From an optimization exercise on the open Yosys and OpenROAD flow, aimed at small area and a short achievable clock period; shortcuts taken in it are not production practice. RTL that was checked went through simulation tests only; none was proved equivalent to the original. No functional check of the RTL was part of run 6. No activity file was given, so power comes from the tool's default toggle rates.

## flow/design.v (module list and top-level ports; edited modules follow where they fit)
// module ModAdd: 14 lines
// module BitRev: 30 lines
// module AGU: 188 lines
// module Order_translate: 979 lines
// module AGU_top: 203 lines
module AGU_top(
    input clk,
    input rst,
    input AGU_enable,
    output logic [$clog2(8192/16)-1:0] MA0_idx,
    output logic [$clog2(8192/16)-1:0] MA1_idx,
    output logic [$clog2(8192/16)-1:0] MA2_idx,
    output logic [$clog2(8192/16)-1:0] MA3_idx,
    output logic [$clog2(8192/16)-1:0] MA4_idx,
    output logic [$clog2(8192/16)-1:0] MA5_idx,
    output logic [$clog2(8192/16)-1:0] MA6_idx,
    output logic [$clog2(8192/16)-1:0] MA7_idx,
    output logic [$clog2(8192/16)-1:0] MA8_idx,
    output logic [$clog2(8192/16)-1:0] MA9_idx,
    output logic [$clog2(8192/16)-1:0] MA10_idx,
    output logic [$clog2(8192/16)-1:0] MA11_idx,
    output logic [$clog2(8192/16)-1:0] MA12_idx,
    output logic [$clog2(8192/16)-1:0] MA13_idx,
    output logic [$clog2(8192/16)-1:0] MA14_idx,
    output logic [$clog2(8192/16)-1:0] MA15_idx,
    output logic [$clog2(16) + 1-1:0] BN0_idx,
    output logic [$clog2(16) + 1-1:0] BN1_idx,
    output logic [$clog2(16) + 1-1:0] BN2_idx,
    output logic [$clog2(16) + 1-1:0] BN3_idx,
    output logic [$clog2(16) + 1-1:0] BN4_idx,
    output logic [$clog2(16) + 1-1:0] BN5_idx,
    output logic [$clog2(16) + 1-1:0] BN6_idx,
    output logic [$clog2(16) + 1-1:0] BN7_idx,
    output logic [$clog2(16) + 1-1:0] BN8_idx,
    output logic [$clog2(16) + 1-1:0] BN9_idx,
    output logic [$clog2(16) + 1-1:0] BN10_idx,
    output logic [$clog2(16) + 1-1:0] BN11_idx,
    output logic [$clog2(16) + 1-1:0] BN12_idx,
    output logic [$clog2(16) + 1-1:0] BN13_idx,
    output logic [$clog2(16) + 1-1:0] BN14_idx,
    output logic [$clog2(16) + 1-1:0] BN15_idx,
    output logic AGU_done_out,
    output logic BN_MA_out_en,
    output logic [2:0] l_AGU_out
);
  // ...
==> flow/run.sh <==
#!/bin/bash
# synth_recipe.tcl (not shown) runs the flow's synth.tcl, then flattens the netlist and writes it again
# the make line also repeats each setting of config.mk as NAME=value (left out here)
make -C /OpenROAD-flow-scripts/flow DESIGN_CONFIG=/design/flow/config.mk WORK_HOME=/design/flow/orfs CLKGATE_MAP_FILE= SYNTH_SCRIPT=/design/flow/synth_recipe.tcl finish
==> flow/config.mk <==
export PLATFORM = sky130hd
export DESIGN_NAME = AGU_top
export DESIGN_NICKNAME = AGU_top
export VERILOG_FILES = /design/flow/design.v
export SDC_FILE = /design/flow/constraint.sdc
export NUM_CORES = 4
export LEC_CHECK = 0
export CAP_MARGIN = 20
export CORE_MARGIN = 2
export CORE_UTILIZATION = 40
export SLEW_MARGIN = 20
==> flow/constraint.sdc <==
create_clock -name core_clock -period 8.0 [get_ports {clk}]
set_input_delay 1.6000 -clock core_clock [delete_from_list [all_inputs] [get_ports {clk}]]
set_output_delay 1.6000 -clock core_clock [all_outputs]
set_load 0.01 [all_outputs]
==> qor.yml, run 1 <==
layout:
  nNonClkInverters: 405
  synthToLayoutAreaGrowth_pct: 15.5
  clkCellAreaFrac_pct: 6.78
  multi_input_gates: 3837
worst_setup_path:
  crit_buf_inv: 6
  regToRegSetupSlack_ns: 1.76
  cpMostUsedCell: "ha_1"
  timing.rr.start: "AGU1.tmp1_pip[1]"
sta:
  clock.fmax_ghz: 0.160
  slew_headroom_pct: 27.5
  finalMaxSlewViolations: 0
  min_period_ns: 6.24
routing:
  ant_nets: 0
  num_vias: 42900
placement:
  gp_congestion: 0.958
  postPlaceCellArea_um2: 73900
  dp_cells: 8230
power:
  p_int_mw: 12.5
  clkPwrFrac_pct: 46.2
global_routing:
  grtUsageMet1_pct: 24.8
  grt_pass1_wl_um: 257000
outcome:
  run_status: "complete, no violations"
synthesis:
  synthSimpleGateAreaFrac_pct: 13.0
  yosysTopAreaCell: "dfrtp_1"
  yosys_warnings: 5
==> module AGU_top, before the edit <==
module AGU_top(
    input clk,
    input rst,
    input AGU_enable,
    output logic [$clog2(8192/16)-1:0] MA0_idx,
    output logic [$clog2(8192/16)-1:0] MA1_idx,
    output logic [$clog2(8192/16)-1:0] MA2_idx,
    output logic [$clog2(8192/16)-1:0] MA3_idx,
    output logic [$clog2(8192/16)-1:0] MA4_idx,
    output logic [$clog2(8192/16)-1:0] MA5_idx,
    output logic [$clog2(8192/16)-1:0] MA6_idx,
    output logic [$clog2(8192/16)-1:0] MA7_idx,
    output logic [$clog2(8192/16)-1:0] MA8_idx,
    output logic [$clog2(8192/16)-1:0] MA9_idx,
    output logic [$clog2(8192/16)-1:0] MA10_idx,
    output logic [$clog2(8192/16)-1:0] MA11_idx,
    output logic [$clog2(8192/16)-1:0] MA12_idx,
    output logic [$clog2(8192/16)-1:0] MA13_idx,
    output logic [$clog2(8192/16)-1:0] MA14_idx,
    output logic [$clog2(8192/16)-1:0] MA15_idx,
    output logic [$clog2(16) + 1-1:0] BN0_idx,
    output logic [$clog2(16) + 1-1:0] BN1_idx,
    output logic [$clog2(16) + 1-1:0] BN2_idx,
    output logic [$clog2(16) + 1-1:0] BN3_idx,
    output logic [$clog2(16) + 1-1:0] BN4_idx,
    output logic [$clog2(16) + 1-1:0] BN5_idx,
    output logic [$clog2(16) + 1-1:0] BN6_idx,
    output logic [$clog2(16) + 1-1:0] BN7_idx,
    output logic [$clog2(16) + 1-1:0] BN8_idx,
    output logic [$clog2(16) + 1-1:0] BN9_idx,
    output logic [$clog2(16) + 1-1:0] BN10_idx,
    output logic [$clog2(16) + 1-1:0] BN11_idx,
    output logic [$clog2(16) + 1-1:0] BN12_idx,
    output logic [$clog2(16) + 1-1:0] BN13_idx,
    output logic [$clog2(16) + 1-1:0] BN14_idx,
    output logic [$clog2(16) + 1-1:0] BN15_idx,
    output logic AGU_done_out,
    output logic BN_MA_out_en,
    output logic [2:0] l_AGU_out
);
    logic [20-1:0] AGU_order0_out;
    logic [20-1:0] AGU_order1_out;
    logic [20-1:0] AGU_order2_out;
    logic [20-1:0] AGU_order3_out;
    logic [20-1:0] AGU_order4_out;
    logic [20-1:0] AGU_order5_out;
    logic [20-1:0] AGU_order6_out;
    logic [20-1:0] AGU_order7_out;
    logic [20-1:0] AGU_order8_out;
    logic [20-1:0] AGU_order9_out;
    logic [20-1:0] AGU_order10_out;
    logic [20-1:0] AGU_order11_out;
    logic [20-1:0] AGU_order12_out;
    logic [20-1:0] AGU_order13_out;
    logic [20-1:0] AGU_order14_out;
    logic [20-1:0] AGU_order15_out;
    logic AGU_out_en;
    logic AGU_done;
    logic [20-1:0] AGU_order0_out_pip;
    logic [20-1:0] AGU_order1_out_pip;
    logic [20-1:0] AGU_order2_out_pip;
    logic [20-1:0] AGU_order3_out_pip;
    logic [20-1:0] AGU_order4_out_pip;
    logic [20-1:0] AGU_order5_out_pip;
    logic [20-1:0] AGU_order6_out_pip;
    logic [20-1:0] AGU_order7_out_pip;
    logic [20-1:0] AGU_order8_out_pip;
    logic [20-1:0] AGU_order9_out_pip;
    logic [20-1:0] AGU_order10_out_pip;
    logic [20-1:0] AGU_order11_out_pip;
    logic [20-1:0] AGU_order12_out_pip;
    logic [20-1:0] AGU_order13_out_pip;
    logic [20-1:0] AGU_order14_out_pip;
    logic [20-1:0] AGU_order15_out_pip;
    logic AGU_out_en_pip;
    logic AGU_done_pip;
    logic [2:0] l_out, l_out_pip;
    always_ff @( posedge clk or posedge rst ) begin
        if (rst) begin
            AGU_order0_out_pip <= 'd0;
            AGU_order1_out_pip <= 'd0;
            AGU_order2_out_pip <= 'd0;
            AGU_order3_out_pip <= 'd0;
            AGU_order4_out_pip <= 'd0;
            AGU_order5_out_pip <= 'd0;
            AGU_order6_out_pip <= 'd0;
            AGU_order7_out_pip <= 'd0;
            AGU_order8_out_pip <= 'd0;
            AGU_order9_out_pip <= 'd0;
            AGU_order10_out_pip <= 'd0;
            AGU_order11_out_pip <= 'd0;
            AGU_order12_out_pip <= 'd0;
            AGU_order13_out_pip <= 'd0;
            AGU_order14_out_pip <= 'd0;
            AGU_order15_out_pip <= 'd0;
            AGU_out_en_pip <= 'd0;
            AGU_done_pip <= 'd0;
            l_out_pip <= 'd0;
        end else begin
            AGU_order0_out_pip <= AGU_order0_out;
            AGU_order1_out_pip <= AGU_order1_out;
            AGU_order2_out_pip <= AGU_order2_out;
            AGU_order3_out_pip <= AGU_order3_out;
            AGU_order4_out_pip <= AGU_order4_out;
            AGU_order5_out_pip <= AGU_order5_out;
            AGU_order6_out_pip <= AGU_order6_out;
            AGU_order7_out_pip <= AGU_order7_out;
            AGU_order8_out_pip <= AGU_order8_out;
            AGU_order9_out_pip <= AGU_order9_out;
            AGU_order10_out_pip <= AGU_order10_out;
            AGU_order11_out_pip <= AGU_order11_out;
            AGU_order12_out_pip <= AGU_order12_out;
            AGU_order13_out_pip <= AGU_order13_out;
            AGU_order14_out_pip <= AGU_order14_out;
            AGU_order15_out_pip <= AGU_order15_out;
            AGU_out_en_pip <= AGU_out_en;
            AGU_done_pip <= AGU_done;
            l_out_pip <= l_out;
        end
    end
    AGU AGU1(
        .clk(clk),
        .rst(rst),
        .AGU_enable(AGU_enable),
        .Order_0(AGU_order0_out),
        .Order_1(AGU_order1_out),
        .Order_2(AGU_order2_out),
        .Order_3(AGU_order3_out),
        .Order_4(AGU_order4_out),
        .Order_5(AGU_order5_out),
        .Order_6(AGU_order6_out),
        .Order_7(AGU_order7_out),
        .Order_8(AGU_order8_out),
        .Order_9(AGU_order9_out),
        .Order_10(AGU_order10_out),
        .Order_11(AGU_order11_out),
        .Order_12(AGU_order12_out),
        .Order_13(AGU_order13_out),
        .Order_14(AGU_order14_out),
        .Order_15(AGU_order15_out),
        .AGU_out_en(AGU_out_en),
        .AGU_done(AGU_done),
        .l(l_out)
    );
    Order_translate Order_translate(
        .clk(clk),
        .rst(rst),
        .Order_0(AGU_order0_out_pip),
        .Order_1(AGU_order1_out_pip),
        .Order_2(AGU_order2_out_pip),
        .Order_3(AGU_order3_out_pip),
        .Order_4(AGU_order4_out_pip),
        .Order_5(AGU_order5_out_pip),
        .Order_6(AGU_order6_out_pip),
        .Order_7(AGU_order7_out_pip),
        .Order_8(AGU_order8_out_pip),
        .Order_9(AGU_order9_out_pip),
        .Order_10(AGU_order10_out_pip),
        .Order_11(AGU_order11_out_pip),
        .Order_12(AGU_order12_out_pip),
        .Order_13(AGU_order13_out_pip),
        .Order_14(AGU_order14_out_pip),
        .Order_15(AGU_order15_out_pip),
        .r_enable(AGU_out_en_pip),
        .AGU_done(AGU_done_pip),
        .l(l_out_pip),
        .MA0_idx(MA0_idx),
        .BN0_idx(BN0_idx),
        .MA1_idx(MA1_idx),
        .BN1_idx(BN1_idx),
        .MA2_idx(MA2_idx),
        .BN2_idx(BN2_idx),
        .MA3_idx(MA3_idx),
        .BN3_idx(BN3_idx),
        .MA4_idx(MA4_idx),
        .BN4_idx(BN4_idx),
        .MA5_idx(MA5_idx),
        .BN5_idx(BN5_idx),
        .MA6_idx(MA6_idx),
        .BN6_idx(BN6_idx),
        .MA7_idx(MA7_idx),
        .BN7_idx(BN7_idx),
        .MA8_idx(MA8_idx),
        .BN8_idx(BN8_idx),
        .MA9_idx(MA9_idx),
        .BN9_idx(BN9_idx),
        .MA10_idx(MA10_idx),
        .BN10_idx(BN10_idx),
        .MA11_idx(MA11_idx),
        .BN11_idx(BN11_idx),
        .MA12_idx(MA12_idx),
        .BN12_idx(BN12_idx),
        .MA13_idx(MA13_idx),
        .BN13_idx(BN13_idx),
        .MA14_idx(MA14_idx),
        .BN14_idx(BN14_idx),
        .MA15_idx(MA15_idx),
        .BN15_idx(BN15_idx),
        .AGU_done_out(AGU_done_out),
        .BN_MA_out_en(BN_MA_out_en),
        .l_AGU_out(l_AGU_out)
    );
endmodule
==> inputs of run 2 (changes only) <==
==> flow/design.v (replaced) <==
`timescale 10ns / 1ps
module AGU_top(
    input clk,
    input rst,
    input AGU_enable,
    output logic [$clog2(8192/16)-1:0] MA0_idx,
    output logic [$clog2(8192/16)-1:0] MA1_idx,
    output logic [$clog2(8192/16)-1:0] MA2_idx,
    output logic [$clog2(8192/16)-1:0] MA3_idx,
    output logic [$clog2(8192/16)-1:0] MA4_idx,
    output logic [$clog2(8192/16)-1:0] MA5_idx,
    output logic [$clog2(8192/16)-1:0] MA6_idx,
    output logic [$clog2(8192/16)-1:0] MA7_idx,
    output logic [$clog2(8192/16)-1:0] MA8_idx,
    output logic [$clog2(8192/16)-1:0] MA9_idx,
    output logic [$clog2(8192/16)-1:0] MA10_idx,
    output logic [$clog2(8192/16)-1:0] MA11_idx,
    output logic [$clog2(8192/16)-1:0] MA12_idx,
    output logic [$clog2(8192/16)-1:0] MA13_idx,
    output logic [$clog2(8192/16)-1:0] MA14_idx,
    output logic [$clog2(8192/16)-1:0] MA15_idx,
    output logic [$clog2(16) + 1-1:0] BN0_idx,
    output logic [$clog2(16) + 1-1:0] BN1_idx,
    output logic [$clog2(16) + 1-1:0] BN2_idx,
    output logic [$clog2(16) + 1-1:0] BN3_idx,
    output logic [$clog2(16) + 1-1:0] BN4_idx,
    output logic [$clog2(16) + 1-1:0] BN5_idx,
    output logic [$clog2(16) + 1-1:0] BN6_idx,
    output logic [$clog2(16) + 1-1:0] BN7_idx,
    output logic [$clog2(16) + 1-1:0] BN8_idx,
    output logic [$clog2(16) + 1-1:0] BN9_idx,
    output logic [$clog2(16) + 1-1:0] BN10_idx,
    output logic [$clog2(16) + 1-1:0] BN11_idx,
    output logic [$clog2(16) + 1-1:0] BN12_idx,
    output logic [$clog2(16) + 1-1:0] BN13_idx,
    output logic [$clog2(16) + 1-1:0] BN14_idx,
    output logic [$clog2(16) + 1-1:0] BN15_idx,
    output logic AGU_done_out,
    output logic BN_MA_out_en,
    output logic [2:0] l_AGU_out
);
    logic [4:0] en_d;       
    logic [2:0] rcnt;       
    logic [1:0] L;          
    logic [8:0] C;          
    logic e, first, wrap;
    logic [1:0] L_nxt;
    logic [8:0] C_nxt;
    assign e     = en_d[4];
    assign first = (rcnt == 3'd5);
    assign wrap  = (&C) | first;
    always_comb begin
        if (!e) begin
            C_nxt = 9'd0;
            L_nxt = L;
        end else if (wrap) begin
            C_nxt = 9'd0;
            L_nxt = (L == 2'd2) ? 2'd0 : L + 2'd1;
        end else begin
            C_nxt = C + 9'd1;
            L_nxt = L;
        end
    end
    always_ff @(posedge clk or posedge rst) begin
        if (rst) begin
            en_d <= 5'd0;
            rcnt <= 3'd0;
            L    <= 2'd0;
            C    <= 9'd0;
        end else begin
            en_d <= {en_d[3:0], AGU_enable};
            rcnt <= rcnt + {2'd0, ~&rcnt};
            L    <= L_nxt;
            C    <= C_nxt;
        end
    end
    logic [8:0] ma_l1, ma_l2;
    assign ma_l1 = {C[5], C[6], C[7], C[8], 4'b0000, C[4]};
    assign ma_l2 = {C[1], C[2], C[3], C[4], C[5], C[6], C[7], C[8], 1'b0};
    logic [1:0] ma_d [0:8];
    always_comb begin
        for (int k = 0; k < 9; k++) begin
            for (int b = 0; b < 2; b++) begin
                if (!e)
                    ma_d[k][b] = 1'b0;
                else if (L == 2'd0)
                    ma_d[k][b] = (k >= 5) ? b[0] : C[k+4];
                else if (L == 2'd1)
                    ma_d[k][b] = (k >= 5 || k == 0) ? ma_l1[k] : b[0];
                else
                    ma_d[k][b] = (k >= 1) ? ma_l2[k] : b[0];
            end
        end
    end
    logic [3:0] S;
    always_comb begin
        case (L)
            2'd0:    S = C[3:0] + C[7:4] + {3'd0, C[8]};
            2'd1:    S = C[3:0] + {3'd0, C[4]} + {C[6], C[7], C[8], C[5]};
            default: S = {3'd0, C[0]} + {3'd0, C[1]} + {C[6], C[7], C[8], 1'b0} + {C[2], C[3], C[4], C[5]};
        endcase
    end
    logic [3:0] bsum [0:15];
    always_comb begin
        for (int c = 0; c < 16; c++)
            bsum[c] = e ? (S + c[3:0]) : 4'd0;
    end
    logic [1:0]  ma_r0, ma_r1, ma_r2, ma_r3, ma_r4, ma_r5, ma_r6, ma_r7, ma_r8;
    logic [1:0]  bn_r0;
    logic [3:0]  bn_r1;
    logic [7:0]  bn_r2;
    logic [15:0] bn_r3;
    always_ff @(posedge clk or posedge rst) begin
        if (rst) begin
            ma_r0 <= '0; ma_r1 <= '0; ma_r2 <= '0; ma_r3 <= '0; ma_r4 <= '0;
            ma_r5 <= '0; ma_r6 <= '0; ma_r7 <= '0; ma_r8 <= '0;
            bn_r0 <= '0; bn_r1 <= '0; bn_r2 <= '0; bn_r3 <= '0;
            AGU_done_out <= 1'b0;
            BN_MA_out_en <= 1'b0;
            l_AGU_out    <= 3'd0;
        end else begin
            ma_r0 <= ma_d[0]; ma_r1 <= ma_d[1]; ma_r2 <= ma_d[2];
            ma_r3 <= ma_d[3]; ma_r4 <= ma_d[4]; ma_r5 <= ma_d[5];
            ma_r6 <= ma_d[6]; ma_r7 <= ma_d[7]; ma_r8 <= ma_d[8];
            for (int c = 0; c < 2; c++)  bn_r0[c] <= bsum[c][0];
            for (int c = 0; c < 4; c++)  bn_r1[c] <= bsum[c][1];
            for (int c = 0; c < 8; c++)  bn_r2[c] <= bsum[c][2];
            for (int c = 0; c < 16; c++) bn_r3[c] <= bsum[c][3];
            AGU_done_out <= e & (&C) & (L == 2'd2);
            BN_MA_out_en <= e;
            l_AGU_out    <= e ? {1'b0, L_nxt} : 3'd0;
        end
    end
    assign MA0_idx = {ma_r8[0], ma_r7[0], ma_r6[0], ma_r5[0], ma_r4[0], ma_r3[0], ma_r2[0], ma_r1[0], ma_r0[0]};
    assign MA1_idx = {ma_r8[0], ma_r7[0], ma_r6[0], ma_r5[1], ma_r4[0], ma_r3[0], ma_r2[0], ma_r1[1], ma_r0[0]};
    assign MA2_idx = {ma_r8[0], ma_r7[0], ma_r6[1], ma_r5[0], ma_r4[0], ma_r3[0], ma_r2[1], ma_r1[0], ma_r0[0]};
    assign MA3_idx = {ma_r8[0], ma_r7[0], ma_r6[1], ma_r5[1], ma_r4[0], ma_r3[0], ma_r2[1], ma_r1[1], ma_r0[0]};
    assign MA4_idx = {ma_r8[0], ma_r7[1], ma_r6[0], ma_r5[0], ma_r4[0], ma_r3[1], ma_r2[0], ma_r1[0], ma_r0[0]};
    assign MA5_idx = {ma_r8[0], ma_r7[1], ma_r6[0], ma_r5[1], ma_r4[0], ma_r3[1], ma_r2[0], ma_r1[1], ma_r0[0]};
    assign MA6_idx = {ma_r8[0], ma_r7[1], ma_r6[1], ma_r5[0], ma_r4[0], ma_r3[1], ma_r2[1], ma_r1[0], ma_r0[0]};
    assign MA7_idx = {ma_r8[0], ma_r7[1], ma_r6[1], ma_r5[1], ma_r4[0], ma_r3[1], ma_r2[1], ma_r1[1], ma_r0[0]};
    assign MA8_idx = {ma_r8[1], ma_r7[0], ma_r6[0], ma_r5[0], ma_r4[1], ma_r3[0], ma_r2[0], ma_r1[0], ma_r0[1]};
    assign MA9_idx = {ma_r8[1], ma_r7[0], ma_r6[0], ma_r5[1], ma_r4[1], ma_r3[0], ma_r2[0], ma_r1[1], ma_r0[1]};
    assign MA10_idx = {ma_r8[1], ma_r7[0], ma_r6[1], ma_r5[0], ma_r4[1], ma_r3[0], ma_r2[1], ma_r1[0], ma_r0[1]};
    assign MA11_idx = {ma_r8[1], ma_r7[0], ma_r6[1], ma_r5[1], ma_r4[1], ma_r3[0], ma_r2[1], ma_r1[1], ma_r0[1]};
    assign MA12_idx = {ma_r8[1], ma_r7[1], ma_r6[0], ma_r5[0], ma_r4[1], ma_r3[1], ma_r2[0], ma_r1[0], ma_r0[1]};
    assign MA13_idx = {ma_r8[1], ma_r7[1], ma_r6[0], ma_r5[1], ma_r4[1], ma_r3[1], ma_r2[0], ma_r1[1], ma_r0[1]};
    assign MA14_idx = {ma_r8[1], ma_r7[1], ma_r6[1], ma_r5[0], ma_r4[1], ma_r3[1], ma_r2[1], ma_r1[0], ma_r0[1]};
    assign MA15_idx = {ma_r8[1], ma_r7[1], ma_r6[1], ma_r5[1], ma_r4[1], ma_r3[1], ma_r2[1], ma_r1[1], ma_r0[1]};
    assign BN0_idx = {1'b0, bn_r3[0], bn_r2[0], bn_r1[0], bn_r0[0]};
    assign BN1_idx = {1'b0, bn_r3[2], bn_r2[2], bn_r1[2], bn_r0[0]};
    assign BN2_idx = {1'b0, bn_r3[4], bn_r2[4], bn_r1[0], bn_r0[0]};
    assign BN3_idx = {1'b0, bn_r3[6], bn_r2[6], bn_r1[2], bn_r0[0]};
    assign BN4_idx = {1'b0, bn_r3[8], bn_r2[0], bn_r1[0], bn_r0[0]};
    assign BN5_idx = {1'b0, bn_r3[10], bn_r2[2], bn_r1[2], bn_r0[0]};
    assign BN6_idx = {1'b0, bn_r3[12], bn_r2[4], bn_r1[0], bn_r0[0]};
    assign BN7_idx = {1'b0, bn_r3[14], bn_r2[6], bn_r1[2], bn_r0[0]};
    assign BN8_idx = {1'b0, bn_r3[1], bn_r2[1], bn_r1[1], bn_r0[1]};
    assign BN9_idx = {1'b0, bn_r3[3], bn_r2[3], bn_r1[3], bn_r0[1]};
    assign BN10_idx = {1'b0, bn_r3[5], bn_r2[5], bn_r1[1], bn_r0[1]};
    assign BN11_idx = {1'b0, bn_r3[7], bn_r2[7], bn_r1[3], bn_r0[1]};
    assign BN12_idx = {1'b0, bn_r3[9], bn_r2[1], bn_r1[1], bn_r0[1]};
    assign BN13_idx = {1'b0, bn_r3[11], bn_r2[3], bn_r1[3], bn_r0[1]};
    assign BN14_idx = {1'b0, bn_r3[13], bn_r2[5], bn_r1[1], bn_r0[1]};
    assign BN15_idx = {1'b0, bn_r3[15], bn_r2[7], bn_r1[3], bn_r0[1]};
endmodule
==> flow/flow/run.sh (new file) <==
#!/bin/bash
# Standard ORFS layout, with the smallest buffer (buf_1) on every input and
# output port instead of the default pick.
set -euo pipefail
export BUFFER_PORTS_ARGS="-buffer_cell sky130_fd_sc_hd__buf_1"
bash standard.sh > standard_flow.log 2>&1
==> flow/standard.sh (new file) <==
#!/bin/bash
# synth_recipe.tcl (not shown) runs the flow's synth.tcl, then flattens the netlist and writes it again
# the make line also repeats each setting of config.mk as NAME=value (left out here)
make -C /OpenROAD-flow-scripts/flow DESIGN_CONFIG=/design/flow/config.mk WORK_HOME=/design/flow/orfs CLKGATE_MAP_FILE= SYNTH_SCRIPT=/design/flow/synth_recipe.tcl "${@:-finish}"
--- a/flow/config.mk
+++ b/flow/config.mk
@@ -7,5 +7,5 @@
 export LEC_CHECK = 0
 export CAP_MARGIN = 20
 export CORE_MARGIN = 2
-export CORE_UTILIZATION = 40
+export CORE_UTILIZATION = 65
 export SLEW_MARGIN = 20
removed: flow/run.sh
==> qor.yml, run 2 <==
sta:
  skew_ns: 0.00580  # was 0.0258 ns
  finalCritPeriodShare_pct: 39.3  # was 78.0%
  min_period_ns: 3.15  # was 6.24 ns
  rsz0062_at_grt: "no"  # unchanged
  finalMaxSlewViolations: 0  # unchanged
  clock.fmax_ghz: 0.318  # was 0.160 GHz
  tns_ns: 0  # unchanged
  tightest_slew_ns: 0.862  # was 1.09 ns
  setup_viol: 0  # unchanged
  slew_headroom_pct: 42.5  # was 27.5%
  hold_viol_final: 0  # unchanged
  worst_slack_ns: 4.85  # was 1.76 ns
worst_setup_path:
  r2r_cells: 11  # was 22
  crit_path_start_kind: "flop"  # unchanged
  timing.rr.start: "C[0]"  # was AGU1.tmp1_pip[1]
  regToRegSetupSlack_ns: 4.85  # was 1.76 ns
  reg2reg_to: "bn_r3[3]"  # was AGU_order11_out_pip[15]
  cp_max_fo: 7  # was 15
  worstPathArrival_ns: 3.42  # was 6.92 ns
  end_kind: "flop"  # unchanged
  worstPathRequired_ns: 8.27  # was 8.68 ns
  worstSetupPathType: "flop to flop"  # unchanged
synthesis:
  synthFlopType: "dfrtp_1"  # unchanged
  synth_edf_count: 0  # unchanged
  synth_common_cells: "buf_4, dfrtp_1, nor2_1"  # was dfrtp_1, ha_1, inv_1, xnor2_1, nor2_1
  synthSimpleGateAreaFrac_pct: 8.69  # was 13.0%
  yosysTopAreaCell: "dfrtp_1"  # unchanged
  yosys_warnings: 3  # was 5
  ys_ff_latch: 71  # was 1498
  synthMuxAreaShare_pct: 4.29  # was 0.461%
  yosysMostFrequentCell: "buf_4"  # was dfrtp_1
  synth_area_um2: 4490  # was 68600 um2
  synthCells: 449  # was 5777
  ys_types: 39  # was 105
  synth-compound-area-share_pct: 4.90  # was 8.52%
  syn_avg_cell_area_um2: 10.0  # was 11.9 um2
  synth_top_family_by_area: "buffers and inverters"  # was adder cells
  synthArstFlopShare_pct: 100  # unchanged
  synthXorXnorAreaFrac_pct: 2.73  # was 6.17%
  synthTopCellsByArea: "dfrtp_1, buf_4, ha_1"  # was dfrtp_1, ha_1, xnor2_1
  ys_seq_area_share_pct: 39.6  # was 54.6%
  synth_fa_ha_area_share_pct: 7.41  # was 14.3%
  synth_top_area_share_pct: 39.6  # was 54.6%
global_routing:
  grt_pass1_wl_um: 12500  # was 257000 um
  grt_max_degree: 72  # was 181
  grt_pass1_vias: 2379  # was 44200
  grtUsageTotal_pct: 22.1  # was 19.1%
  antenna_found_initial: 0  # was 6
  grt.overflow.total: 0  # unchanged
cts:
  cts_sinks: 71  # was 1498
  h-tree-depth: 3  # was 4
  clk_latency_ns: 0.35  # was 0.79 ns
  numCtsBuffers: 9  # was 157
  path_clk_slew_ns: 0.08  # was 0.07 ns
  cts_hold_buf: 0  # unchanged
  clock_path_buffers: 2  # was 3
  cts_tree: "done"  # unchanged
  cts-root-buf: "clkbuf_8"  # was clkbuf_16
  cts_setup_buffers: 0  # unchanged
  cts_resized: 0  # unchanged
die:
  rows: 30  # was 152
  die_area_um2: 7590  # was 175000 um2
  fp.dieH_um: 87.1  # was 418 um
  core_um2: 6760  # was 171000 um2
  die_w_um: 87.1  # was 418 um
  io_pins: 232  # unchanged
  start_util_pct: 66.5  # was 40.1%
layout:
  antenna_cells: 0  # was 2
  final_area_um2: 4310  # was 79200 um2
  final_common_cell: "buf_1"  # was dfrtp_1
  fin_cells: 588  # was 8512
  synthToLayoutAreaGrowth_pct: -4.04  # was 15.5%
  largest_reg_flops: 16
  final_cell_mix: "buf_1, dfrtp_1, nor2_1"  # was dfrtp_1, ha_1, inv_1
  regMostFlops: "bn_r3"
  top_regs: "bn_r3 (16), C (9), bn_r2 (8)"  # was AGU1.i (20), AGU1.j (20)
  utilization_pct: 63.8  # was 46.4%
  layout-drive-gt1-share_pct: 5.31  # was 5.77%
  nets: 529  # was 6871
  fillers: 553  # was 15300
routing:
  dr.pass1.iters: 4  # was 5
  routed_via_density: 4.87  # was 5.04
  ant_nets: 0  # unchanged
  num_vias: 2861  # was 42900
  wl_per_cell_um: 14.5  # was 19.3 um
  drtIter0Drc: 144  # was 3160
  drt_wl_total_um: 8550  # was 165000 um
  remaining_drc_errors: 0  # unchanged
hold_path:
  holdPathStages: 0  # unchanged
  hold_path.class: "flop to flop"  # unchanged
  min_to: "en_d[3]"  # was Order_translate.Order12_tmp3_pip1[0]
  hp-start: "en_d[2]"  # was Order_translate.Order12_tmp3_pip0[0]
placement:
  gp_congestion: 0.887  # was 0.958
  portBuffers: 214  # was 231
  dp_cells: 572  # was 8230
  place_ws_ns: 4.88  # was 1.78 ns
  dp_hpwl_um: 6140  # was 124000 um
  postPlaceCellArea_um2: 4100  # was 73900 um2
power:
  power_density_nw_per_um2: 192  # was 204 nW/um2
  ir_drop_uv: 139  # was 187 uV
  leakage_nw: 1.97  # was 40.2 nW
job:
  cap_violations: 0  # unchanged
outcome:
  run_status: "complete, no violations"  # unchanged
run 2: critical path: stages, from the launching register on:
cell	delay [ns]
dfrtp_1	0.50
fa_1	0.49
inv_1	0.08
fa_1	0.40
mux2i_1	0.14
nor2_1	0.05
a21oi_1	0.40
inv_1	0.20
ha_1	0.22
a21o_1	0.16
or2_2	0.28
mux2i_1	0.14
run 2: worst max-delay path by stage:
stage / depth (start not counted) / startpoint / end / slack, ns
floorplan: 1 / rst / AGU_done_out / 4.60
global placement: 12 / C[0] / bn_r3[7] / 5.00
detailed placement: 11 / C[0] / bn_r3[3] / 4.88
CTS: 11 / C[0] / bn_r3[3] / 4.88
global route: 11 / C[0] / bn_r3[3] / 4.64
finish: 11 / C[0] / bn_r3[3] / 4.85
run 2: metrics by stage:
stage                     hold WS (ns)  power, mW
after floorplan                  0.331      0.527
after global placement           0.337      0.525
after detailed placement         0.338      0.525
after CTS                        0.359      0.833
after global routing             0.368      0.865
final                            0.359      0.828
run 2: where the power goes:
| part | leakage [nW] | internal (mW) | switching, mW |
|---|---|---|---|
| Combinational | 0.958 | 0.0388 | 0.0828 |
| Sequential | 0.912 | 0.377 | 0.0187 |
| Clock | 0.102 | 0.174 | 0.136 |
| Total | 1.97 | 0.590 | 0.237 |
run 2: cell families after synthesis:
logic type | after synthesis
buffers and inverters | 208
AO/OA/AOI/OAI | 32
XOR/XNOR | 14
multiplexers | 19
adder cells (fa/ha/maj) | 23
AND/OR/NAND/NOR | 81
flip-flops | 71
other | 1
run 2: cell type report:
type / count / area (um2) / area share, %
Timing Repair Buffer: 218 / 833 / 19.3
Clock buffer: 10 / 128 / 2.96
Tap cell: 80 / 100 / 2.32
Clock inverter: 6 / 85.1 / 1.97
Multi-Input combinational cell: 186 / 1320 / 30.7
Inverter: 17 / 63.8 / 1.48
Sequential cell: 71 / 1780 / 41.2
run 2: metal layers:
layer | vias up | global-route usage [%] | part of all wire (%)
met2 | 116 | 32.9 | 47
met1 | 1381 | 32.0 | 46
li1 | 1352 | - | -
met5 | - | 0 | 0
met3 | 12 | 4.64 | 5.0
met4 | 0 | 7.97 | 1.4
==> inputs of run 3 (changes only) <==
--- a/flow/config.mk
+++ b/flow/config.mk
@@ -7,5 +7,5 @@
 export LEC_CHECK = 0
 export CAP_MARGIN = 20
 export CORE_MARGIN = 2
-export CORE_UTILIZATION = 65
+export CORE_UTILIZATION = 40
 export SLEW_MARGIN = 20
==> qor.yml, run 3 <==
synthesis:
  yosysTopAreaCell: "dfrtp_1"  # unchanged
  ys_ff_latch: 71  # unchanged
  yosysMostFrequentCell: "buf_4"  # unchanged
  synth_area_um2: 4490  # unchanged
  ys_types: 39  # unchanged
  synthFlopType: "dfrtp_1"  # unchanged
  synth_common_cells: "buf_4, dfrtp_1, nor2_1"  # unchanged
  synth_top_area_share_pct: 39.6  # unchanged
  synthArstFlopShare_pct: 100  # unchanged
  ys_seq_area_share_pct: 39.6  # unchanged
  synth_edf_count: 0  # unchanged
  synthCells: 449  # unchanged
  syn_avg_cell_area_um2: 10.0  # unchanged
  synthTopCellsByArea: "dfrtp_1, buf_4, ha_1"  # unchanged
  yosys_warnings: 3  # unchanged
routing:
  dr.pass1.iters: 4  # unchanged
  remaining_drc_errors: 0  # unchanged
  drt_wl_total_um: 8440  # was 8550 um
  wl_per_cell_um: 13.1  # was 14.5 um
  routed_via_density: 4.36  # was 4.87
  drtIter0Drc: 175  # was 144
  num_vias: 2818  # was 2861
  ant_nets: 0  # unchanged
sta:
  finalCritPeriodShare_pct: 39.0  # was 39.3%
  finalMaxSlewViolations: 0  # unchanged
  rsz0062_at_grt: "no"  # unchanged
  tightest_slew_ns: 0.946  # was 0.862 ns
  worst_slack_ns: 4.88  # was 4.85 ns
  whs_ns: 0.345  # was 0.359 ns
  min_period_ns: 3.12  # was 3.15 ns
  skew_ns: 0.0160  # was 0.00580 ns
  hold_viol_final: 0  # unchanged
  setup_viol: 0  # unchanged
  tns_ns: 0  # unchanged
  slew_headroom_pct: 36.9  # was 42.5%
  clock.fmax_ghz: 0.321  # was 0.318 GHz
cts:
  cts_resized: 0  # unchanged
  cts_sinks: 71  # unchanged
  clk_latency_ns: 0.36  # was 0.35 ns
  cts_setup_buffers: 0  # unchanged
  cts_tree: "done"  # unchanged
  clock_path_buffers: 2  # unchanged
  numCtsBuffers: 9  # unchanged
  cts_hold_buf: 0  # unchanged
  path_clk_slew_ns: 0.09  # was 0.08 ns
  h-tree-depth: 3  # unchanged
  cts-root-buf: "clkbuf_8"  # unchanged
worst_setup_path:
  timing.rr.start: "C[0]"  # unchanged
  regToRegSetupSlack_ns: 4.88  # was 4.85 ns
  cpMostUsedCell: "inv_1"
  r2r_cells: 12  # was 11
  path_cells: "fa_1, inv_1, fa_1, mux2i_1, nor2_1, a21oi_1, inv_1, ha_1, inv_1, o21ai_0, or2_2, mux2i_1"  # was fa_1, inv_1, fa_1, mux2i_1, nor2_1, a21oi_1, inv_1, ha_1, a21o_1, or2_2, mux2i_1
  critPathSlowestCell: "dfrtp_1"  # unchanged
  max_stage_delay_ns: 0.51  # was 0.50 ns
  cp_max_fo: 7  # unchanged
  crit_path_start_kind: "flop"  # unchanged
  reg2reg_to: "bn_r3[7]"  # was bn_r3[3]
  worstSetupPathType: "flop to flop"  # unchanged
  worstPathArrival_ns: 3.40  # was 3.42 ns
  end_kind: "flop"  # unchanged
  worstPathRequired_ns: 8.28  # was 8.27 ns
global_routing:
  top_usage_layer: "met2"  # unchanged
  grt_max_degree: 72  # unchanged
  grt.met3_usage_pct: 2.67  # was 4.64%
  grt_pass1_vias: 2370  # was 2379
  grtUsageMet1_pct: 17.6  # was 32.0%
  grt.overflow.total: 0  # unchanged
  grt_pass1_wl_um: 12300  # was 12500 um
  grtUsageTotal_pct: 13.5  # was 22.1%
  grtUsageMet2_pct: 22.0  # was 32.9%
  antenna_found_initial: 0  # unchanged
placement:
  gp_congestion: 0.801  # was 0.887
  place_ws_ns: 4.87  # was 4.88 ns
  dp_hpwl_um: 5990  # was 6140 um
  portBuffers: 214  # unchanged
die:
  start_util_pct: 41.2  # was 66.5%
  core_um2: 10900  # was 6760 um2
  io_pins: 232  # unchanged
  die_w_um: 110  # was 87.1 um
  fp.dieH_um: 110  # was 87.1 um
  die_area_um2: 12100  # was 7590 um2
  rows: 38  # was 30
layout:
  synthToLayoutAreaGrowth_pct: -3.57  # was -4.04%
  regMostFlops: "bn_r3"  # unchanged
  largest_reg_flops: 16  # unchanged
  layout-drive-gt1-share_pct: 4.94  # was 5.31%
  utilization_pct: 39.8  # was 63.8%
  final_common_cell: "buf_1"  # unchanged
  final_cell_mix: "buf_1, dfrtp_1, nor2_1"  # unchanged
  top_regs: "bn_r3 (16), C (9), bn_r2 (8)"  # unchanged
  antenna_cells: 0  # unchanged
  nets: 527  # was 529
hold_path:
  holdPathStages: 0  # unchanged
  hold_path.class: "flop to flop"  # unchanged
  hp-start: "en_d[1]"  # was en_d[2]
  min_to: "en_d[2]"  # was en_d[3]
power:
  total_power_mw: 0.774  # was 0.828 mW
  power_density_nw_per_um2: 179  # was 192 nW/um2
  ir_drop_uv: 68.9  # was 139 uV
  leakage_nw: 1.94  # was 1.97 nW
outcome:
  run_status: "complete, no violations"  # unchanged
job:
  cap_violations: 0  # unchanged
==> run 3: worst max path at each step <==
| stage | slack, ns | end | start |
|---|---|---|---|
| global placement | 5.01 | bn_r3[3] | C[0] |
| finish | 4.88 | bn_r3[7] | C[0] |
| floorplan | 4.60 | AGU_done_out | rst |
| CTS | 4.85 | bn_r3[7] | C[0] |
| global route | 4.57 | bn_r3[7] | C[0] |
| detailed placement | 4.87 | bn_r3[7] | C[0] |
==> run 3: critical path: cells and delay by family (launching register included) <==
family	cells	cell delay, ns
buf+inv	3	0.33
mux	2	0.28
flops	1	0.51
fa+ha+maj	3	1.12
compound gates	2	0.46
simple gates	2	0.36
==> run 3: cells by family after synthesis <==
| kind of cell | count (synthesis) | synth area share, % |
|---|---|---|
| buffers and inverters | 208 | 32.3 |
| XOR/XNOR | 14 | 2.73 |
| flip-flops | 71 | 39.6 |
| adder cells (fa/ha/maj) | 23 | 7.41 |
| other | 1 | 0.0835 |
| AND/OR/NAND/NOR | 81 | 8.69 |
| AO/OA/AOI/OAI | 32 | 4.90 |
| multiplexers | 19 | 4.29 |
==> run 3: final cells by class <==
cell class / count / area [um2]
clock buffers: 10 / 128
repair buffers: 216 / 818
clock inverters: 6 / 46.3
multi-input cells: 186 / 1320
well taps: 140 / 175
inverters: 17 / 63.8
fillers: 1086 / 6560
flip-flops and latches: 71 / 1780
==> run 3: where the power goes <==
part	leakage, nW	total (mW)	switching, mW	internal, mW
Clock	0.0829	0.259	0.145	0.114
Sequential	0.912	0.396	0.0195	0.377
Combinational	0.949	0.118	0.0803	0.0381
Total	1.94	0.774	0.245	0.529
==> run 3: stage by stage <==
| step | instances | area [um2] |
|---|---|---|
| final | 646 | 4330 |
| after global routing | 646 | 4330 |
| after CTS | 646 | 4330 |
| after detailed placement | 630 | 4160 |
| after global placement | 630 | 4160 |
| after floorplan | 465 | 4550 |
==> run 3: routing by layer <==
layer	vias to the layer above	wire length, um
met3	10	491
met5	-	0
met1	1338	3390
met4	0	121
met2	125	4440
li1	1345	-
==> inputs of run 4 (changes only) <==
--- a/flow/config.mk
+++ b/flow/config.mk
@@ -8,4 +8,5 @@
 export CAP_MARGIN = 20
 export CORE_MARGIN = 2
 export CORE_UTILIZATION = 40
+export SETUP_SLACK_MARGIN = 5
 export SLEW_MARGIN = 20
==> qor.yml, run 4 <==
placement:
  gp_congestion: 0.852  # was 0.801
  place_ws_ns: 4.85  # was 4.87 ns
  dp_cells: 630  # unchanged
  portBuffers: 214  # unchanged
  dp_hpwl_um: 5880  # was 5990 um
  postPlaceCellArea_um2: 4160  # about the same
global_routing:
  grt_pass1_wl_um: 12300  # about the same
  grtUsageTotal_pct: 13.6  # was 13.5%
  antenna_found_initial: 0  # unchanged
  grt_max_degree: 72  # unchanged
  grt_pass1_vias: 2430  # was 2370
  grt.overflow.total: 0  # unchanged
routing:
  routed-wl-met3_um: 494  # was 491 um
  remaining_drc_errors: 0  # unchanged
  drt_wl_total_um: 8510  # was 8440 um
  drtIter0Drc: 111  # was 175
  topRoutingLayerUsed: "met4"  # unchanged
  wl_met2_um: 4270  # was 4440 um
  routed_via_density: 4.40  # was 4.36
  met1_length_um: 3600  # was 3390 um
  wl_per_cell_um: 13.1  # about the same
  num_vias: 2859  # was 2818
  ant_nets: 0  # unchanged
  dr.pass1.iters: 4  # unchanged
synthesis:
  synthArstFlopShare_pct: 100  # unchanged
  synth_edf_count: 0  # unchanged
  synth-compound-area-share_pct: 4.90  # unchanged
  synthFlopType: "dfrtp_1"  # unchanged
  ys_ff_latch: 71  # unchanged
  synthSimpleGateAreaFrac_pct: 8.69  # unchanged
  syn_avg_cell_area_um2: 10.0  # unchanged
  synth_common_cells: "buf_4, dfrtp_1, nor2_1"  # unchanged
  synth_area_um2: 4490  # unchanged
  synth_top_area_share_pct: 39.6  # unchanged
  synth_fa_ha_area_share_pct: 7.41  # unchanged
  ys_seq_area_share_pct: 39.6  # unchanged
  synth_top_family_by_area: "buffers and inverters"  # unchanged
  yosys_warnings: 3  # unchanged
  yosysTopAreaCell: "dfrtp_1"  # unchanged
  yosysMostFrequentCell: "buf_4"  # unchanged
  ys_types: 39  # unchanged
  synthCells: 449  # unchanged
  synthTopCellsByArea: "dfrtp_1, buf_4, ha_1"  # unchanged
  synthMuxAreaShare_pct: 4.29  # unchanged
  synthXorXnorAreaFrac_pct: 2.73  # unchanged
outcome:
  run_status: "complete, no violations"  # unchanged
sta:
  slew_headroom_pct: 35.3  # was 36.9%
  tns_ns: 0  # unchanged
  finalMaxSlewViolations: 0  # unchanged
  skew_ns: 0.00903  # was 0.0160 ns
  hold_viol_final: 0  # unchanged
  worst_slack_ns: 5.22  # was 4.88 ns
  min_period_ns: 2.78  # was 3.12 ns
  setup_viol: 0  # unchanged
  clock.fmax_ghz: 0.359  # was 0.321 GHz
  finalCritPeriodShare_pct: 34.8  # was 39.0%
  rsz0062_at_grt: "no"  # unchanged
  tightest_slew_ns: 0.969  # was 0.946 ns
die:
  start_util_pct: 41.2  # unchanged
  io_pins: 232  # unchanged
  rows: 38  # unchanged
  die_area_um2: 12100  # unchanged
  die_w_um: 110  # unchanged
  fp.dieH_um: 110  # unchanged
  core_um2: 10900  # unchanged
power:
  leakage_nw: 1.98  # was 1.94 nW
  power_density_nw_per_um2: 188  # was 179 nW/um2
  ir_drop_uv: 79.4  # was 68.9 uV
cts:
  numCtsBuffers: 9  # unchanged
  clock_path_buffers: 2  # unchanged
  path_clk_slew_ns: 0.08  # was 0.09 ns
  cts_sinks: 71  # unchanged
  clk_latency_ns: 0.35  # was 0.36 ns
  h-tree-depth: 3  # unchanged
  cts-root-buf: "clkbuf_8"  # unchanged
  cts_hold_buf: 0  # unchanged
  cts_tree: "done"  # unchanged
layout:
  regMostFlops: "bn_r3"  # unchanged
  utilization_pct: 40.6  # was 39.8%
  final_common_cell: "buf_1"  # unchanged
  fin_cells: 650  # was 646
  largest_reg_flops: 16  # unchanged
  synthToLayoutAreaGrowth_pct: -1.64  # was -3.57%
  final_cell_mix: "buf_1, dfrtp_1, nor2_1"  # unchanged
  final_area_um2: 4420  # was 4330 um2
  top_regs: "bn_r3 (16), C (9), bn_r2 (8)"  # unchanged
  antenna_cells: 0  # unchanged
  nets: 531  # was 527
  layout-drive-gt1-share_pct: 7.25  # was 4.94%
worst_setup_path:
  crit_path_start_kind: "flop"  # unchanged
  worstSetupPathType: "flop to flop"  # unchanged
  worstPathRequired_ns: 8.27  # was 8.28 ns
  timing.rr.start: "C[0]"  # unchanged
  cp_max_fo: 6  # was 7
  end_kind: "flop"  # unchanged
  worstPathArrival_ns: 3.05  # was 3.40 ns
  cp-startpoint: "C[0]"  # unchanged
hold_path:
  hold_path.class: "flop to flop"  # unchanged
  hp-start: "en_d[2]"  # was en_d[1]
job:
  cap_violations: 0  # unchanged
[run 4: critical path, stage by stage, from the launching register on]
cell and delay, ns:
dfrtp_2 0.47, fa_1 0.47, inv_1 0.09, fa_1 0.41
mux2i_1 0.14, nor2_1 0.06, a21oi_2 0.19, inv_2 0.09
ha_1 0.18, inv_1 0.04, o21ai_0 0.11, or2_2 0.31
mux2i_1 0.16
[run 4: what timing repair did]
| item | 4_1_cts | 5_1_grt |
|---|---|---|
| endpoints found under the setup margin | 4 | 7 |
| cloned | 0 | 0 |
| setup buffers | 1 | 3 |
| resized for setup | 1 | 6 |
[run 4: kinds of logic after synthesis]
logic type	after synthesis
fa+ha+maj	23
simple gates	81
mux	19
other cells	1
xor+xnor	14
compound gates	32
flops	71
buf+inv	208
[run 4: final cells by class]
type / instances / area [um2]
clock inverter: 4 / 51.3
sequential: 71 / 1780
fill: 1069 / 6470
timing repair buffer: 220 / 848
clock buffer: 12 / 165
inverter: 17 / 67.6
multi-input combinational: 186 / 1330
tap: 140 / 175
[run 4: final timing paths]
path,end,slack [ns],cells after the start
max in group asynchronous,C[5],5.82,3
worst max-delay path,bn_r3[7],5.22,12
worst min-delay path,en_d[3],0.35,0
min in group asynchronous,bn_r1[3],1.52,3
worst max register to register,bn_r3[7],5.22,12
worst min register to register,en_d[3],0.35,0
[run 4: metal layers]
| layer | up-vias | GRT usage [%] |
|---|---|---|
| met1 | 1371 | 17.1 |
| met3 | 9 | 3.20 |
| met4 | 0 | 6.24 |
| li1 | 1356 | - |
| met2 | 123 | 22.0 |
| met5 | - | 0 |
[run 4: power breakdown]
part	internal, mW	total [mW]	switching (mW)
combinational	0.0402	0.121	0.0806
clock	0.170	0.311	0.141
sequential	0.377	0.397	0.0198
total	0.588	0.829	0.241
[run 4: per-stage QoR]
step	total power, mW	hold WS [ns]
floorplan	0.527	0.331
detailed placement	0.524	0.336
global placement	0.523	0.332
global route	0.872	0.367
CTS	0.837	0.352
finish	0.829	0.346
==> inputs of run 5 (changes only) <==
==> flow/run.sh (new file) <==
#!/bin/bash
# synth_recipe.tcl (not shown) runs the flow's synth.tcl, then flattens the netlist and writes it again
# the make line also repeats each setting of config.mk as NAME=value (left out here)
make -C /OpenROAD-flow-scripts/flow DESIGN_CONFIG=/design/flow/config.mk WORK_HOME=/design/flow/orfs CLKGATE_MAP_FILE= SYNTH_SCRIPT=/design/flow/synth_recipe.tcl finish
--- a/flow/config.mk
+++ b/flow/config.mk
@@ -8,5 +8,4 @@
 export CAP_MARGIN = 20
 export CORE_MARGIN = 2
 export CORE_UTILIZATION = 40
-export SETUP_SLACK_MARGIN = 5
 export SLEW_MARGIN = 20
removed: flow/flow/run.sh
removed: flow/standard.sh
==> qor.yml, run 5 <==
synthesis:
  synth_common_cells: "buf_4, dfrtp_1, nor2_1"  # unchanged
  syn_avg_cell_area_um2: 10.0  # unchanged
  synth_top_area_share_pct: 39.6  # unchanged
  ys_seq_area_share_pct: 39.6  # unchanged
  yosysMostFrequentCell: "buf_4"  # unchanged
  synthFlopType: "dfrtp_1"  # unchanged
  synthTopCellsByArea: "dfrtp_1, buf_4, ha_1"  # unchanged
  yosysTopAreaCell: "dfrtp_1"  # unchanged
  ys_ff_latch: 71  # unchanged
  synthArstFlopShare_pct: 100  # unchanged
  synth_area_um2: 4490  # unchanged
  yosys_warnings: 3  # unchanged
  synthCells: 449  # unchanged
  ys_types: 39  # unchanged
  synth_edf_count: 0  # unchanged
placement:
  portBuffers: 214  # unchanged
  dp_cells: 630  # unchanged
  gp_congestion: 0.770  # was 0.852
  dp_hpwl_um: 6860  # was 5880 um
  place_ws_ns: 4.89  # was 4.85 ns
die:
  rows: 38  # unchanged
  fp.dieH_um: 110  # unchanged
  die_area_um2: 12100  # unchanged
  start_util_pct: 41.2  # unchanged
  die_w_um: 110  # unchanged
  core_um2: 10900  # unchanged
  io_pins: 232  # unchanged
power:
  p_sw_share_pct: 26.7  # was 29.1%
  total_power_mw: 0.861  # was 0.829 mW
  comb_power_share_pct: 21.4  # was 14.6%
  clkPwrFrac_pct: 32.5  # was 37.6%
  leakage_nw: 2.47  # was 1.98 nW
  switching_power_mw: 0.230  # was 0.241 mW
  seq_power_share_pct: 46.1  # was 47.9%
  p_int_mw: 0.631  # was 0.588 mW
  ir_drop_uv: 69.9  # was 79.4 uV
  power_density_nw_per_um2: 152  # was 188 nW/um2
worst_setup_path:
  worstPathArrival_ns: 3.37  # was 3.05 ns
  worstSetupPathType: "flop to flop"  # unchanged
  end_kind: "flop"  # unchanged
  cp_max_fo: 7  # was 6
  worstPathRequired_ns: 8.26  # was 8.27 ns
  crit_path_start_kind: "flop"  # unchanged
cts:
  cts_setup_buffers: 0  # was 1
  clk_latency_ns: 0.35  # about the same
  cts_tree: "done"  # unchanged
  cts_sinks: 71  # unchanged
  cts_hold_buf: 0  # unchanged
  cts-root-buf: "clkbuf_8"  # unchanged
  h-tree-depth: 3  # unchanged
  cts_resized: 0  # was 1
  clock_path_buffers: 2  # unchanged
  numCtsBuffers: 9  # unchanged
  path_clk_slew_ns: 0.08  # about the same
sta:
  finalMaxSlewViolations: 0  # unchanged
  setup_viol: 0  # unchanged
  worst_slack_ns: 4.90  # was 5.22 ns
  rsz0062_at_grt: "no"  # unchanged
  tightest_slew_ns: 0.930  # was 0.969 ns
  tns_ns: 0  # unchanged
  hold_viol_final: 0  # unchanged
  min_period_ns: 3.10  # was 2.78 ns
  clock.fmax_ghz: 0.322  # was 0.359 GHz
  whs_ns: 0.349  # was 0.346 ns
  skew_ns: 0.00987  # was 0.00903 ns
  finalCritPeriodShare_pct: 38.8  # was 34.8%
  slew_headroom_pct: 37.9  # was 35.3%
layout:
  antenna_cells: 0  # unchanged
  largest_reg_flops: 16  # unchanged
  nets: 527  # was 531
  top_regs: "bn_r3 (16), C (9), bn_r2 (8)"  # unchanged
  final_common_cell: "clkdlybuf4s50_1"  # was buf_1
  regMostFlops: "bn_r3"  # unchanged
  layout-drive-gt1-share_pct: 4.74  # was 7.25%
  synthToLayoutAreaGrowth_pct: 26.6  # was -1.64%
  fin_cells: 646  # was 650
  final_cell_mix: "clkdlybuf4s50_1, dfrtp_1, nor2_1"  # was buf_1, dfrtp_1, nor2_1
job:
  cap_violations: 0  # unchanged
routing:
  ant_nets: 0  # unchanged
  dr.pass1.iters: 4  # unchanged
  num_vias: 2863  # was 2859
  drtIter0Drc: 117  # was 111
  remaining_drc_errors: 0  # unchanged
  drt_wl_total_um: 9180  # was 8510 um
  routed_via_density: 4.43  # was 4.40
  wl_per_cell_um: 14.2  # was 13.1 um
hold_path:
  hold_path.class: "flop to flop"  # unchanged
global_routing:
  grt_pass1_vias: 2531  # was 2430
  grt_pass1_wl_um: 13400  # was 12300 um
  grt.overflow.total: 0  # unchanged
  grt_max_degree: 72  # unchanged
  grtUsageTotal_pct: 14.7  # was 13.6%
  antenna_found_initial: 0  # unchanged
outcome:
  run_status: "complete, no violations"  # unchanged
-- run 5: power groups by stage --
stage | combinational (mW) | clock [mW] | sequential, mW
after floorplan | 0.121 | 0 | 0.407
after global placement | 0.187 | 0 | 0.404
after detailed placement | 0.187 | 0 | 0.405
after CTS | 0.187 | 0.288 | 0.398
after global routing | 0.199 | 0.306 | 0.401
final | 0.184 | 0.280 | 0.397
-- run 5: layout make-up --
type,count,area [um2]
Fill cell,942,5200
Clock inverter,4,45.0
Inverter,17,63.8
Multi-Input combinational cell,186,1320
Clock buffer,12,145
Sequential cell,71,1780
Timing Repair Buffer,216,2160
Tap cell,140,175
-- run 5: path summary, 6_finish.rpt --
kind	startpoint	to	slack [ns]	cells past startpoint
setup / recovery	C[0]	bn_r3[11]	4.90	11
hold / removal	en_d[3]	en_d[4]	0.35	0
hold reg to reg	en_d[3]	en_d[4]	0.35	0
max in group asynchronous	rst	rcnt[2]	5.59	3
setup reg to reg	C[0]	bn_r3[11]	4.90	11
min in group asynchronous	rst	ma_r3[1]	1.85	3
-- run 5: cells by family after synthesis --
group	after synthesis	synth area share (%)
xor gates and xnor gates	14	2.73
and+or+nand+nor	81	8.69
AOI/OAI and AO/OA	32	4.90
muxes	19	4.29
other	1	0.0835
adders and majority gates	23	7.41
buffers and inverters	208	32.3
DFF	71	39.6
-- run 5: worst max-delay path: stages, from the launching register on --
cell,delay [ns]
dfrtp_1,0.49
fa_1,0.48
inv_1,0.09
fa_1,0.41
mux2i_1,0.14
nor2_1,0.06
a21oi_1,0.38
inv_1,0.20
ha_1,0.22
a21o_1,0.16
or2_2,0.28
mux2i_1,0.13
-- run 5: metrics by stage --
stage	area (um2)	utilization (%)
2_1_floorplan	4550	-
3_3_place_gp	5500	50.5
3_5_place_dp	5500	50.5
4_1_cts	5690	52.2
5_1_grt	5690	52.2
6_report	5690	52.2
-- run 5: per-layer routing --
| metal | global-route usage [%] | vias up | share of wire (%) |
|---|---|---|---|
| li1 | - | 1352 | - |
| met1 | 18.0 | 1390 | 40 |
| met2 | 25.5 | 112 | 53 |
| met3 | 3.44 | 9 | 6.2 |
| met4 | 4.61 | 0 | 1.2 |
| met5 | 0 | - | 0 |
==> inputs of run 6 (changes only) <==
--- a/flow/design.v
+++ b/flow/design.v
@@ -92,13 +92,15 @@
             end
         end
     end
-    logic [3:0] S;
+    logic [3:0] S, sa, sb;
+    logic       sc;
     always_comb begin
         case (L)
-            2'd0:    S = C[3:0] + C[7:4] + {3'd0, C[8]};
-            2'd1:    S = C[3:0] + {3'd0, C[4]} + {C[6], C[7], C[8], C[5]};
-            default: S = {3'd0, C[0]} + {3'd0, C[1]} + {C[6], C[7], C[8], 1'b0} + {C[2], C[3], C[4], C[5]};
+            2'd0:    begin sa = C[3:0];                   sb = C[7:4];                   sc = C[8]; end
+            2'd1:    begin sa = C[3:0];                   sb = {C[6], C[7], C[8], C[5]}; sc = C[4]; end
+            default: begin sa = {C[2], C[3], C[4], C[5]}; sb = {C[6], C[7], C[8], C[1]}; sc = C[0]; end
         endcase
+        S = sa + sb + {3'd0, sc};
     end
     logic [3:0] bsum [0:15];
     always_comb begin
==> flow/flow/run.sh (new file) <==
#!/bin/bash
# Standard ORFS layout, with the smallest buffer (buf_1) on every input and
# output port instead of the default pick.
set -euo pipefail
export BUFFER_PORTS_ARGS="-buffer_cell sky130_fd_sc_hd__buf_1"
bash standard.sh > standard_flow.log 2>&1
==> flow/standard.sh (new file) <==
#!/bin/bash
# synth_recipe.tcl (not shown) runs the flow's synth.tcl, then flattens the netlist and writes it again
# the make line also repeats each setting of config.mk as NAME=value (left out here)
make -C /OpenROAD-flow-scripts/flow DESIGN_CONFIG=/design/flow/config.mk WORK_HOME=/design/flow/orfs CLKGATE_MAP_FILE= SYNTH_SCRIPT=/design/flow/synth_recipe.tcl "${@:-finish}"
--- a/flow/config.mk
+++ b/flow/config.mk
@@ -5,6 +5,7 @@
 export SDC_FILE = /design/flow/constraint.sdc
 export NUM_CORES = 4
 export LEC_CHECK = 0
+export ABC_CLOCK_PERIOD_IN_PS = 2000
 export CAP_MARGIN = 20
 export CORE_MARGIN = 2
 export CORE_UTILIZATION = 40
removed: flow/run.sh
==> qor.yml, run 6 <==
outcome:
  run_status: "complete, no violations"  # unchanged
layout:
  largest_reg_flops: 16  # unchanged
  regMostFlops: "bn_r3"  # unchanged
  antenna_cells: 0  # unchanged
  final_common_cell: "buf_1"  # was clkdlybuf4s50_1
  nets: 500  # was 527
  fin_cells: 627  # was 646
  final_area_um2: 4110  # was 5690 um2
  synthToLayoutAreaGrowth_pct: -3.58  # was 26.6%
  layout-drive-gt1-share_pct: 4.48  # was 4.74%
  utilization_pct: 39.8  # was 52.2%
  final_cell_mix: "buf_1, dfrtp_1, nor2_1"  # was clkdlybuf4s50_1, dfrtp_1, nor2_1
  top_regs: "bn_r3 (16), C (9), bn_r2 (8)"  # unchanged
sta:
  skew_ns: 0.0143  # was 0.00987 ns
  tightest_slew_ns: 0.850  # was 0.930 ns
  whs_ns: 0.349  # about the same
  setup_viol: 0  # unchanged
  finalMaxSlewViolations: 0  # unchanged
  rsz0062_at_grt: "no"  # unchanged
  finalCritPeriodShare_pct: 44.0  # was 38.8%
  hold_viol_final: 0  # unchanged
  tns_ns: 0  # unchanged
  worst_slack_ns: 4.48  # was 4.90 ns
  slew_headroom_pct: 43.1  # was 37.9%
  clock.fmax_ghz: 0.284  # was 0.322 GHz
  min_period_ns: 3.52  # was 3.10 ns
power:
  comb_power_share_pct: 13.3  # was 21.4%
  clkPwrFrac_pct: 37.6  # was 32.5%
  total_power_mw: 0.798  # was 0.861 mW
  power_density_nw_per_um2: 194  # was 152 nW/um2
  switching_power_mw: 0.213  # was 0.230 mW
  p_sw_share_pct: 26.7  # about the same
  leakage_nw: 1.79  # was 2.47 nW
  ir_drop_uv: 90.5  # was 69.9 uV
  p_int_mw: 0.585  # was 0.631 mW
  seq_power_share_pct: 49.1  # was 46.1%
synthesis:
  yosysTopAreaCell: "dfrtp_1"  # unchanged
  syn_avg_cell_area_um2: 9.81  # was 10.0 um2
  ys_ff_latch: 71  # unchanged
  synth_common_cells: "buf_4, dfrtp_1, nor2_1, xnor2_1, nand2_1"  # was buf_4, dfrtp_1, nor2_1
  synth_top_area_share_pct: 41.7  # was 39.6%
  synth_area_um2: 4270  # was 4490 um2
  synthTopCellsByArea: "dfrtp_1, buf_4, xnor2_1"  # was dfrtp_1, buf_4, ha_1
  synthFlopType: "dfrtp_1"  # unchanged
  synthCells: 435  # was 449
  synthArstFlopShare_pct: 100  # unchanged
  ys_types: 33  # was 39
  yosysMostFrequentCell: "buf_4"  # unchanged
  synth_edf_count: 0  # unchanged
  ys_seq_area_share_pct: 41.7  # was 39.6%
  yosys_warnings: 3  # unchanged
routing:
  drt_wl_total_um: 7340  # was 9180 um
  ant_nets: 0  # unchanged
  wl_per_cell_um: 11.7  # was 14.2 um
  dr.pass1.iters: 4  # unchanged
  remaining_drc_errors: 0  # unchanged
  drtIter0Drc: 52  # was 117
  num_vias: 2633  # was 2863
  routed_via_density: 4.20  # was 4.43
worst_setup_path:
  critPathSlowestCell: "dfrtp_1"  # unchanged
  worstSetupPathType: "flop to flop"  # unchanged
  end_kind: "flop"  # unchanged
  path_cells: "o21ai_0, fa_1, fa_1, xor2_1, o21ai_0, xnor2_1, xnor2_1, and2_1"  # was fa_1, inv_1, fa_1, mux2i_1, nor2_1, a21oi_1, inv_1, ha_1, a21o_1, or2_2, mux2i_1
  worstPathArrival_ns: 3.76  # was 3.37 ns
  max_stage_delay_ns: 0.80  # was 0.49 ns
  cp_max_fo: 23  # was 7
  crit_path_start_kind: "flop"  # unchanged
  worstPathRequired_ns: 8.24  # was 8.26 ns
placement:
  gp_congestion: 0.852  # was 0.770
  portBuffers: 214  # unchanged
  place_ws_ns: 4.50  # was 4.89 ns
  dp_cells: 612  # was 630
  dp_hpwl_um: 5490  # was 6860 um
  postPlaceCellArea_um2: 3910  # was 5500 um2
cts:
  path_clk_slew_ns: 0.07  # was 0.08 ns
  clock_path_buffers: 2  # unchanged
  cts_resized: 0  # unchanged
  cts_setup_buffers: 0  # unchanged
  cts_hold_buf: 0  # unchanged
  cts-root-buf: "clkbuf_8"  # unchanged
  h-tree-depth: 3  # unchanged
  cts_sinks: 71  # unchanged
  numCtsBuffers: 9  # unchanged
  clk_latency_ns: 0.35  # about the same
  cts_tree: "done"  # unchanged
die:
  die_w_um: 107  # was 110 um
  io_pins: 232  # unchanged
  start_util_pct: 41.3  # was 41.2%
  die_area_um2: 11500  # was 12100 um2
  fp.dieH_um: 107  # was 110 um
  rows: 37  # was 38
  core_um2: 10300  # was 10900 um2
global_routing:
  grtUsageTotal_pct: 12.3  # was 14.7%
  grt_pass1_vias: 2130  # was 2531
  antenna_found_initial: 0  # unchanged
  grt_pass1_wl_um: 10900  # was 13400 um
  grt_max_degree: 38  # was 72
  grt.overflow.total: 0  # unchanged
hold_path:
  hold_path.class: "flop to flop"  # unchanged
job:
  cap_violations: 0  # unchanged
==> run 6: changes by cell type after synthesis, sizes merged, moves of 5 or more <==
cell   before  now
inv        17   10
ha         17    8
and2        5   12
xnor2       9   20
mux2i      17    5
nand3      10    5
nor2       26   41
==> run 6: final timing paths <==
kind / from / endpoint / slack [ns] / cells past startpoint
min in group asynchronous: rst / en_d[0] / 1.34 / 2
worst min register to register: en_d[3] / en_d[4] / 0.35 / 0
worst max-delay path: L[1] / bn_r3[13] / 4.48 / 8
worst max register to register: L[1] / bn_r3[13] / 4.48 / 8
worst min-delay path: en_d[3] / en_d[4] / 0.35 / 0
max in group asynchronous: rst / ma_r5[1] / 5.74 / 3
==> run 6: cell families after synthesis <==
logic type | share of synthesized area [%]
and+or+nand+nor | 9.86
adders and majority gates | 3.29
xor gates and xnor gates | 5.54
DFF | 41.7
buffers and inverters | 34.0
AOI/OAI and AO/OA | 3.61
other | 0.0879
muxes | 1.97
==> run 6: power groups by stage <==
stage	combinational, mW	clock [mW]	sequential [mW]
4_1_cts	0.108	0.312	0.393
3_3_place_gp	0.108	0	0.399
6_report	0.106	0.300	0.392
5_1_grt	0.119	0.323	0.395
2_1_floorplan	0.112	0	0.403
3_5_place_dp	0.108	0	0.400
==> run 6: layer usage <==
| layer | global-route usage (%) | vias up | wire length, um |
|---|---|---|---|
| met1 | 14.8 | 1241 | 2870 |
| met4 | 6.49 | 0 | 143 |
| met5 | 0 | - | 0 |
| li1 | - | 1266 | - |
| met3 | 2.72 | 11 | 455 |
| met2 | 20.7 | 115 | 3870 |
==> run 6: worst max-delay path: cells and delay by family (launching register included) <==
kind	cells	cell delay, ns
compound gates	2	0.50
simple gates	1	0.17
xor+xnor	3	1.04
fa+ha+maj	2	0.91
flops	1	0.80
==> run 6: final cells by class <==
cell class,count,area (um2)
clock buffer,12,135
clock inverter,3,68.8
fill,1034,6210
inverter,12,45.0
multi-input combinational,177,1100
sequential,71,1780
tap,136,170
timing repair buffer,216,818

==> what the ideal ports hide <==
The flow's constraints put no driver on any port. The routed layouts listed below were extracted and timed again, unchanged, in two steps.
Step 1 (the two cells are an assumption about what drives the block):
set clk [get_ports {clk}]
set_driving_cell -lib_cell sky130_fd_sc_hd__clkbuf_16 $clk
set_driving_cell -lib_cell sky130_fd_sc_hd__buf_2 [delete_from_list [all_inputs] $clk]
Step 2 moves the port delays by t, midway between the first and last clock arrival at a register: inputs arrive t later, outputs are due t later. That takes back most of the time a late clock gives input paths.
Three values: no drivers, after step 1, after step 2; two values: the first two.
run	t, ns	setup WS [ns]	clock arrival spread, ns	worst register clock-pin slew, ns
run 1	0.871	1.760 / 1.760 / 1.760	0.038 / 0.038	0.07 / 0.07
run 2	0.372	4.852 / 4.852 / 4.852	0.006 / 0.006	0.08 / 0.08
run 3	0.381	4.880 / 4.880 / 4.880	0.016 / 0.016	0.09 / 0.09
run 4	0.376	5.215 / 5.215 / 5.215	0.009 / 0.009	0.08 / 0.08
run 5	0.373	4.896 / 4.896 / 4.896	0.010 / 0.010	0.08 / 0.08
run 6	0.374	4.479 / 4.479 / 4.479	0.014 / 0.014	0.08 / 0.08
After both steps every run listed still meets setup and hold.
